What follows belongs to an exercise in optimizing a design on an open flow for small area, a short achievable clock period and few clock cycles; a production flow would make more cautious choices.
Function was checked by simulation only, so behaviour that the tests miss may differ from the original.
Power and IR drop assume default switching activity.

== yarrow ==
## minimax
module minimax(
   opt, move,
   grid, column_counts, player, sw, clk
);
==> flow/config.mk <==
export PLATFORM = sky130hd
export DESIGN_NAME = minimax
export DESIGN_NICKNAME = minimax
export VERILOG_FILES = /design/flow/design.v
export SDC_FILE = /design/flow/constraint.sdc
export NUM_CORES = 4
export LEC_CHECK = 0
export ABC_AREA = 1
export CAP_MARGIN = 20
export CORE_MARGIN = 2
export CORE_UTILIZATION = 65
export PLACE_DENSITY = 0.75
export SLEW_MARGIN = 20
==> flow/constraint.sdc <==
create_clock -name core_clock -period 11.0 [get_ports {clk}]
set_input_delay 2.2000 -clock core_clock [delete_from_list [all_inputs] [get_ports {clk}]]
set_output_delay 2.2000 -clock core_clock [all_outputs]
set_load 0.01 [all_outputs]
standard.sh (not shown) runs the stock make flow with config.mk's settings and CLKGATE_MAP_FILE= SYNTH_SCRIPT=/design/flow/synth_recipe.tcl, a recipe that flattens the netlist after the stock synthesis.
==> flow/flow/run.sh <==
#!/bin/bash
# Layout flow: the standard flow (standard.sh) unchanged, except that
#  - synthesis leaves adders as plain gates for abc instead of mapping them to
#    the platform's full/half adder cells (ADDER_MAP_FILE empty), which gives a
#    much shallower netlist for this design's bit counts and comparisons;
#  - every port still gets its own buffer, but a plain buf_2 rather than the
#    slow clkdlybuf4s50_1 that buffer_ports picks by default.
set -o pipefail
cp standard.sh standard_sh.log
export ADDER_MAP_FILE=
export BUFFER_PORTS_ARGS="-buffer_cell sky130_fd_sc_hd__buf_2"
bash standard.sh > standard.log 2>&1
yarrow did not finish; a tool error ended it in global routing.
Testbench counts of yarrow, summed over its fixed seeds: cycles 960.
Inputs modified between yarrow and tundra:
# yarrow
export LEC_CHECK = 0
export ABC_AREA = 1
export CAP_MARGIN = 20
export CORE_MARGIN = 2
export CORE_UTILIZATION = 65
export PLACE_DENSITY = 0.75
export SLEW_MARGIN = 20
create_clock -name core_clock -period 11.0 [get_ports {clk}]
# tundra
export LEC_CHECK = 0
export ABC_AREA = 1
export CAP_MARGIN = 20
export CORE_MARGIN = 2
export CORE_UTILIZATION = 45
export SLEW_MARGIN = 20
create_clock -name core_clock -period 11.0 [get_ports {clk}]
==> flow/flow/run.sh <==
#!/bin/bash
# Layout flow: the standard flow (standard.sh), with these changes:
#  - synthesis leaves adders as plain gates for abc instead of mapping them to
#    the platform's full/half adder cells (ADDER_MAP_FILE empty), which gives a
#    much shallower netlist for this design's bit counts and comparisons;
#  - every port still gets its own buffer, but a plain buf_2 rather than the
#    slow clkdlybuf4s50_1 that buffer_ports picks by default;
set -o pipefail
cp standard.sh standard_sh.log
export ADDER_MAP_FILE=
export BUFFER_PORTS_ARGS="-buffer_cell sky130_fd_sc_hd__buf_2"
SETUP_SLACK_MARGIN=4.3 bash standard.sh cts > standard_to_cts.log 2>&1 || exit 1
SETUP_SLACK_MARGIN=0 bash standard.sh finish > standard.log 2>&1
### Flow results
tundra went all the way through synthesis, placement and routing and the layout is clean on timing, DRC and antenna.
Compared with yarrow, tundra shows standard cell area after detailed placement higher by 220 um^2.
Looking at starting density of the core, tundra sits 21 points below yarrow.
Of tundra and yarrow, the run reporting the lower height of the chip was yarrow.
Number of placed cells counting well taps grows by a few percent when moving from yarrow to tundra.
As far as area share of and/or/nand/nor cells after synthesis goes, tundra and yarrow are indistinguishable; the numbers are identical.
Compared with yarrow, in tundra floorplan row count went up; number of setup buffers added after CTS +79.
tundra vs. yarrow: total half-perimeter wirelength after legalization and detailed placement went up by 21%, count of clock tree sinks was more or less identical.
Input changes introduced in amber (baseline for comparison: tundra):
# tundra
export LEC_CHECK = 0
export ABC_AREA = 1
export CAP_MARGIN = 20
export CORE_MARGIN = 2
export CORE_UTILIZATION = 45
export SLEW_MARGIN = 20
create_clock -name core_clock -period 11.0 [get_ports {clk}]
# amber
export LEC_CHECK = 0
export ABC_AREA = 1
export CAP_MARGIN = 20
export CORE_MARGIN = 2
export CORE_UTILIZATION = 50
export SLEW_MARGIN = 20
create_clock -name core_clock -period 11.0 [get_ports {clk}]
diff --git a/flow/flow/run.sh b/flow/flow/run.sh
--- a/flow/flow/run.sh
+++ b/flow/flow/run.sh
@@ -10,4 +10,4 @@
 export ADDER_MAP_FILE=
 export BUFFER_PORTS_ARGS="-buffer_cell sky130_fd_sc_hd__buf_2"
-SETUP_SLACK_MARGIN=4.3 bash standard.sh cts > standard_to_cts.log 2>&1 || exit 1
-SETUP_SLACK_MARGIN=0 bash standard.sh finish > standard.log 2>&1
+SETUP_SLACK_MARGIN=3.8 bash standard.sh cts > standard_to_cts.log 2>&1 || exit 1
+SETUP_SLACK_MARGIN=3.3 bash standard.sh finish > standard.log 2>&1
Findings:
- Of amber and tundra, it is amber that has the lower ratio of cells with drive above 1 in the final layout.
- met1 usage up 2.1 points in amber wrt tundra
- Compared to tundra, amber has total power density per cell area 0.48 nW/um^2 higher.
- ~same relative area of clock buffers and inverters in the final design in amber and tundra
Relative to amber, the following input files were edited for fjord:
# amber
export LEC_CHECK = 0
export ABC_AREA = 1
export CAP_MARGIN = 20
export CORE_MARGIN = 2
export CORE_UTILIZATION = 50
export SLEW_MARGIN = 20
create_clock -name core_clock -period 11.0 [get_ports {clk}]
# fjord
export LEC_CHECK = 0
export ABC_AREA = 1
export CAP_MARGIN = 20
export CORE_MARGIN = 2
export CORE_UTILIZATION = 45
export SETUP_SLACK_MARGIN = 3.8
export SLEW_MARGIN = 20
create_clock -name core_clock -period 11.0 [get_ports {clk}]
==> flow/flow/run.sh <==
#!/bin/bash
# Layout flow: the standard flow (standard.sh) unchanged, except that
#  - synthesis leaves adders as plain gates for abc instead of mapping them to
#    the platform's full/half adder cells (ADDER_MAP_FILE empty), which gives a
#    much shallower netlist for this design's bit counts and comparisons;
#  - every port still gets its own buffer, but a plain buf_2 rather than the
#    slow clkdlybuf4s50_1 that buffer_ports picks by default.
set -o pipefail
cp standard.sh standard_sh.log
export ADDER_MAP_FILE=
export BUFFER_PORTS_ARGS="-buffer_cell sky130_fd_sc_hd__buf_2"
bash standard.sh > standard.log 2>&1
Findings:
fjord against amber: minimum setup slack among reg-to-reg paths has increased, power share of the clock group has decreased, sequential share of layout area about even, data arrival time of the worst path shows a reduction of 0.26 ns. From amber to fjord the numbers moved as follows: post-synthesis to final-layout area growth +11 points, power density of the placed cells -1.4 nW/um^2, clock-buffer cell count ~0 delta. The run showing the greater share of power burned in combinational logic is fjord.

==> static timing again, ports no longer ideal <==
No port has a modelled driver above. Below, the same layouts with a new extraction and two added sets of constraints. Step 1 sets driving cells, clkbuf_16 on the clock port and buf_2 on the other inputs (assumed; they add their load-dependent delay and slew). Step 2 adds t to the input delays and takes it off the output delays; t is the mean of the earliest and latest rising clock arrival at the registers after step 1. Input paths then give back, and output paths get back, about the clock's delay inside the block. Three values: ideal ports, drivers, drivers and shift; two values: the first two.
| run | t, ns | slack for setup (ns) | hold WS [ns] | pins driven straight from the clock port |
|---|---|---|---|---|
| tundra | 0.269 | 3.785 / 3.791 / 3.522 | 0.419 / 0.419 / 0.419 | 1 |
| amber | 0.281 | 3.486 / 3.492 / 3.211 | 0.435 / 0.435 / 0.435 | 1 |
| fjord | 0.272 | 3.731 / 3.737 / 3.465 | 0.417 / 0.417 / 0.417 | 1 |
After both steps every run listed still meets setup and hold. The setup slack of amber, which loses most, moves by +0.006 ns with the drivers and by -0.275 ns with both steps.
